What follows belongs to an exercise in optimizing a design on an open flow for small area, a short achievable clock period and few clock cycles; a production flow would make more cautious choices.
Function was checked by simulation only, so behaviour that the tests miss may differ from the original.
Power and IR drop assume default switching activity.

## build 95
==> flow/design.v <==
module Histograma (
    input  wire        clk,
    input  wire        reset,             
    input  wire [13:0] data_ener,
    input  wire [5:0]  data_cant,
    input  wire        enable,
    input  wire        escritura_signal,
    input  wire [9:0]  dir_inicio,
    output reg  [13:0] hist_data,
    output reg  [9:0]  hist_addr,
    output reg         r_w_hist,
    output reg  [10:0] cant_ener_addr,
    output wire        r_w_cant_ener,
    output reg         fin_signal
);
  assign r_w_cant_ener = 1'b0;
  reg        run;           
  reg        stale;         
  reg        wr_pend;       
  reg [5:0]  wcnt;          
  reg [4:0]  ptr;           
  reg [4:0]  rsel;          
  reg [3:0]  rs_lo;         
  reg [7:0]  rs_hi;         
  reg        upd1;          
  reg        fwd;           
  reg [3:0]  we_lo;         
  reg [7:0]  we_hi;         
  reg        clr;           
  reg [13:0] hbin [0:31];
  wire idle       = !run && !r_w_hist;
  wire start      = idle && enable;
  wire start_wr   = (start && escritura_signal && !stale) || wr_pend;
  wire start_pass = start && !escritura_signal;
  wire ener_zero  = (data_ener == 14'd0);
  wire [4:0] ebin = data_ener[12:8];
  wire last_entry = run && ener_zero;       
  wire counted    = run && (data_cant > 6'd1) && !ener_zero && !data_ener[13];
  wire last_word  = (wcnt == 6'd33);
  wire advance    = start_wr || (r_w_hist && !last_word);
  wire [4:0] ptr_next  = advance ? ptr + 5'd1 : ptr;
  wire [3:0] ptr_lo = 4'd1 << ptr[1:0];
  wire [7:0] ptr_hi = 8'd1 << ptr[4:2];
  wire [13:0] rinc  = hist_data + 14'd1;
  integer k;
  reg [13:0] rdata;
  always @(*) begin
    rdata = 14'd0;
    for (k = 0; k < 32; k = k + 1)
      rdata = rdata | (hbin[k] & {14{rs_lo[k % 4] && rs_hi[k / 4]}});
  end
  always @(posedge clk) begin
    clr <= !reset;
    if (!reset) begin
      run            <= 1'b0;
      stale          <= 1'b0;
      wr_pend        <= 1'b0;
      r_w_hist       <= 1'b0;
      fin_signal     <= 1'b0;
      cant_ener_addr <= 11'd1;
      ptr            <= 5'd0;
      rsel           <= 5'd0;
      rs_lo          <= 4'd0;
      rs_hi          <= 8'd0;
      upd1           <= 1'b0;
      fwd            <= 1'b0;
      we_lo          <= 4'hf;
      we_hi          <= 8'hff;
    end else begin
      stale   <= last_entry;
      wr_pend <= start && escritura_signal && stale;
      upd1    <= counted;
      fwd     <= upd1 && (run ? (rsel == ebin) : (rsel == ptr));
      ptr     <= ptr_next;
      rsel    <= run ? ebin : ptr_next;
      rs_lo   <= run     ? (4'd1 << ebin[1:0]) :
                 advance ? {ptr_lo[2:0], ptr_lo[3]} : ptr_lo;
      rs_hi   <= run     ? (8'd1 << ebin[4:2]) :
                 (advance && ptr[1:0] == 2'd3) ? {ptr_hi[6:0], ptr_hi[7]} : ptr_hi;
      we_lo   <= upd1 ? (4'd1 << rsel[1:0]) : 4'd0;
      we_hi   <= 8'd1 << rsel[4:2];
      if (start_pass || (run && !ener_zero))
        cant_ener_addr <= cant_ener_addr + 11'd1;
      else
        cant_ener_addr <= 11'd1;
      if (start_pass)
        run <= 1'b1;
      else if (last_entry)
        run <= 1'b0;
      if (start_wr)
        r_w_hist <= 1'b1;
      else if (r_w_hist && last_word)
        r_w_hist <= 1'b0;
      if (start)
        fin_signal <= 1'b0;
      else if (last_entry || (r_w_hist && last_word))
        fin_signal <= 1'b1;
    end
  end
  always @(posedge clk) begin
    hist_data <= fwd ? rinc : rdata;
    wcnt      <= start_wr ? 6'd0 : wcnt + 6'd1;
    hist_addr <= start_wr ? dir_inicio : hist_addr + 10'd1;
  end
  wire [13:0] wdata = rinc & {14{!clr}};
  always @(posedge clk) begin
    for (k = 0; k < 32; k = k + 1)
      if (we_lo[k % 4] && we_hi[k / 4])
        hbin[k] <= wdata;
  end
endmodule
Settings: LEC_CHECK=0, CAP_MARGIN=20, CORE_MARGIN=2, CORE_UTILIZATION=70, CTS_CLUSTER_DIAMETER=80, CTS_CLUSTER_SIZE=25, SETUP_SLACK_MARGIN=4.05, SLEW_MARGIN=20; clock period 6.5 ns.
standard.sh (not shown) runs the stock make flow with config.mk's settings and CLKGATE_MAP_FILE= SYNTH_SCRIPT=/design/flow/synth_recipe.tcl, a recipe that flattens the netlist after the stock synthesis.
==> flow/flow/run.sh <==
#!/bin/bash
# The standard layout, with the resizer free to swap cells across footprints
# and the ports buffered with the smallest buffer (the resizer sizes them up
# where timing needs).
set -euo pipefail
bash standard.sh MATCH_CELL_FOOTPRINT=0 "BUFFER_PORTS_ARGS=-buffer_cell sky130_fd_sc_hd__buf_1" finish > flow_make.log 2>&1
Testbench counts of build 95, summed over its fixed seeds: cycles 19,861.
Setup changes, build 95 to build 44
Settings: SETUP_SLACK_MARGIN changed from 4.05 to 3.95.
Findings:
Diff build 44 and build 95: area growth from synthesis to layout higher in build 95
Going from build 95 to build 44, longest individual stage delay on the worst path grows by 0.31 ns.
Met1 global-route usage delta for build 44 relative to build 95: 0.24 points lower
Looking at part of the power in registers, build 44 sits below build 95.
Compared with build 95, build 44 shows a number of cells on the worst reg-to-reg path that is 1 lower.
> inputs changed (build 44 -> build 35)
Settings: CORE_UTILIZATION now 75, was 70; SETUP_SLACK_MARGIN now 4.15, was 3.95.
Notes after the runs:
- Every run in the comparison, build 35 and build 44, completed the flow with a clean layout.
- Comparing the two runs side by side, build 35 comes out ahead of build 44 on post-placement worst setup slack.
- For build 35, the master of the slowest instance on the critical path was sky130_fd_sc_hd__dfxtp_4, unlike build 44, where it was sky130_fd_sc_hd__a222oi_1.
- Global-route wire length before repair is lower on build 44
- Build 35 vs. build 44: final cell count essentially unchanged; die area now sits lower; ratio of final minimum period to clock period -3.2 points; non-clock buffer count saw an increase; total power rose 2.2%.
- Build 44 → build 35: clock latency on the worst-skew pair ~0 delta; cell area after layout higher; routed wire length went up 4.3%; power share of the clock group went down 0.5 points.
Relative to build 35, the following input files were edited for build 61:
Settings: a change of CORE_UTILIZATION from 75 to 55; a change of CTS_CLUSTER_SIZE from 25 to 22; a change of SETUP_SLACK_MARGIN from 4.15 to 4.3.
### Flow results
Clock skew: build 61 vs build 35 down 0.0043 ns. Share of async-settable or async-resettable flops after synthesis: build 35 vs build 61, no meaningful difference. The overall routed net length of build 61 exceeds that of build 35 by 13%. Delta(tap cell count, build 61 - build 35) > 0. Build 61 vs build 35: maximum vdd ir drop down by more than 10%. Of build 61 and build 35, the lower clock share of power belongs to build 35.
diff inputs: build 61 => build 12
Settings: SETUP_SLACK_MARGIN changed from 4.3 to 4.25.
==> comparison <==
When the final numbers for build 12 and build 61 were put side by side, the fmax turned out to be smaller in build 12. Going from build 61 to build 12, total power consumption of the routed design shows a reduction of about 0.4%, clock network fraction of design power shows an increase of 0.4 points.
--- input diff build 12..build 36 ---
Settings: CORE_UTILIZATION: 55 -> 65; CTS_CLUSTER_SIZE: 22 -> 25.
Notes after the runs:
Build 12 reports its capturing element of the worst setup path as hist_data[0] while build 36 reports hist_data[6]. Area of all placed cells without fillers (lower): build 36. Maximum frequency in build 36 is 4.0 MHz higher than in build 12. Build 36 against build 12: area enclosed by the die boundary went down about 15%, global-route track usage on met3 went up 3.8 points. On build 36: ratio of final minimum period to clock period is 0.36 points lower than what build 12 gave. Relative to build 12, the count of clock-buffer cells in the layout measured on build 36 has decreased by more than 10%. The placeable core area number comes out lower for build 36 vs build 12.

## run A
Starts from the design.v that is shown in full above.
export LEC_CHECK = 0
export CAP_MARGIN = 20
export CORE_MARGIN = 2
export CORE_UTILIZATION = 65
export CTS_CLUSTER_DIAMETER = 80
export CTS_CLUSTER_SIZE = 22
export SETUP_SLACK_MARGIN = 4.25
export SLEW_MARGIN = 20
create_clock -name core_clock -period 6.5 [get_ports {clk}]
Scripts as last shown in full above: flow/flow/run.sh
Run A | stages: all done | timing, DRC, antenna: all pass
Testbench counts of run A, summed over its fixed seeds: cycles 19,861.
Here is what was changed in the inputs of run B compared with run A.
# run A
export LEC_CHECK = 0
export CAP_MARGIN = 20
export CORE_MARGIN = 2
export CORE_UTILIZATION = 65
export CTS_CLUSTER_DIAMETER = 80
export CTS_CLUSTER_SIZE = 22
export SETUP_SLACK_MARGIN = 4.25
export SLEW_MARGIN = 20
create_clock -name core_clock -period 6.5 [get_ports {clk}]
# run B
export LEC_CHECK = 0
export CAP_MARGIN = 20
export CORE_MARGIN = 2
export CORE_UTILIZATION = 70
export CTS_CLUSTER_DIAMETER = 80
export CTS_CLUSTER_SIZE = 28
export SETUP_SLACK_MARGIN = 4.25
export SLEW_MARGIN = 20
create_clock -name core_clock -period 6.5 [get_ports {clk}]
--- outcome ---
- Run B against run A: wire length of the first global-routing pass went down by 0.86%, global-route usage saw an increase, area taken by flip-flops and latches shows no meaningful change, static leakage shows a reduction of about 0.65%.
- Run B vs run A: initial core utilization up
## Diff of input files: run C against run B
# run B
export LEC_CHECK = 0
export CAP_MARGIN = 20
export CORE_MARGIN = 2
export CORE_UTILIZATION = 70
export CTS_CLUSTER_DIAMETER = 80
export CTS_CLUSTER_SIZE = 28
export SETUP_SLACK_MARGIN = 4.25
export SLEW_MARGIN = 20
create_clock -name core_clock -period 6.5 [get_ports {clk}]
# run C
export LEC_CHECK = 0
export CAP_MARGIN = 20
export CORE_MARGIN = 2
export CORE_UTILIZATION = 70
export CTS_CLUSTER_DIAMETER = 80
export CTS_CLUSTER_SIZE = 25
export SETUP_SLACK_MARGIN = 4.15
export SLEW_MARGIN = 20
create_clock -name core_clock -period 6.5 [get_ports {clk}]
- Final critical-path setup slack, run C and run B: larger value in run C
- Run C vs. run B: routed wire length has increased, combinational share of power has decreased, portion of the clock cycle consumed by the worst path in the final layout has decreased.

Setup of before:
Another version of the RTL of Histograma (not shown whole).
Size in the first run: ~1300 cells after synthesis, roughly 510 flip-flops.
export LEC_CHECK = 0
export CAP_MARGIN = 20
export CORE_MARGIN = 2
export CORE_UTILIZATION = 55
export CTS_CLUSTER_DIAMETER = 80
export CTS_CLUSTER_SIZE = 22
export SETUP_SLACK_MARGIN = 4.2
export SLEW_MARGIN = 20
create_clock -name core_clock -period 6.5 [get_ports {clk}]
==> flow/flow/run.sh <==
#!/bin/bash
# The standard layout, with the resizer free to swap cells across footprints
# (so the port buffers it inserts can become plain buffers when timing needs).
set -euo pipefail
bash standard.sh MATCH_CELL_FOOTPRINT=0 finish > flow_make.log 2>&1
before: done, clean on timing, DRC and antenna
Testbench counts of before, summed over its fixed seeds: cycles 19,861.
[inputs] after vs before
==> flow/run.sh (new file) <==
#!/bin/bash
# synth_recipe.tcl (not shown) runs the flow's synth.tcl, then flattens the netlist and writes it again
# the make line also repeats each setting of config.mk as NAME=value (left out here)
make -C /OpenROAD-flow-scripts/flow DESIGN_CONFIG=/design/flow/config.mk WORK_HOME=/design/flow/orfs CLKGATE_MAP_FILE= SYNTH_SCRIPT=/design/flow/synth_recipe.tcl finish
removed: flow/flow/run.sh
removed: flow/standard.sh
==> notes.md <==
- Cmp after and before / critical path depth / higher: after
- From before to after the numbers moved as follows: non-clock buffer count moved up; net load switching power now larger.
- Total power of after is higher than that of before.
- Between after and before, the cell area reported after detailed placement figures differ only marginally.
- When after is set beside before, its worst path buffer plus inverter count turns out to be 2 larger.
- In after the biggest cell delay along the critical path turned out 0.08 ns higher than in before.
- In terms of horizontal die dimension, after and before differ only marginally.
- Looking at final hold slack, after sits below before.
- Global routing met1 resource utilization, after and before: lower on before

separate check: timing with driven ports:
In the flow no input, the clock included, has a driving cell. The finished layouts below were timed again as built, in two steps.
Step 1 sets driving cells, clkbuf_16 on the clock port and buf_2 on the other inputs (assumed; they add their load-dependent delay and slew).
Step 2 adds t to the input delays and takes it off the output delays; t is the mean of the earliest and latest rising clock arrival at the registers after step 1. Input paths then give back, and output paths get back, about the clock's delay inside the block.
Slacks: ideal / step 1 / step 2; pairs: ideal / step 1.
run	t (ns)	slack for setup (ns)	worst setup path after step 2	latest minus earliest clock arrival (ns)	cell pins on the clock port's net
build 95	0.593	4.068 / 4.019 / 3.664	input to register	0.042 / 0.041	1
build 44	0.605	3.904 / 3.904 / 3.552	input to register	0.020 / 0.019	1
build 35	0.609	4.114 / 4.062 / 3.653	input to register	0.024 / 0.024	1
build 61	0.631	4.114 / 4.056 / 3.798	input to register	0.021 / 0.021	1
build 12	0.641	4.068 / 4.011 / 3.731	input to register	0.025 / 0.025	1
build 36	0.617	4.091 / 4.037 / 3.760	input to register	0.020 / 0.020	1
run A	0.629	4.092 / 4.037 / 3.749	input to register	0.018 / 0.019	1
run B	0.607	4.097 / 4.043 / 3.725	input to register	0.017 / 0.017	1
run C	0.609	4.138 / 4.085 / 3.670	input to register	0.026 / 0.026	1
before	0.637	4.092 / 4.037 / 3.517	input to register	0.027 / 0.027	1
after	0.625	4.030 / 4.030 / 3.626	input to register	0.021 / 0.021	1
After both steps setup and hold are still met in every run listed. The setup slack of before, which loses most, moves by -0.055 ns with the drivers and by -0.575 ns with both steps.
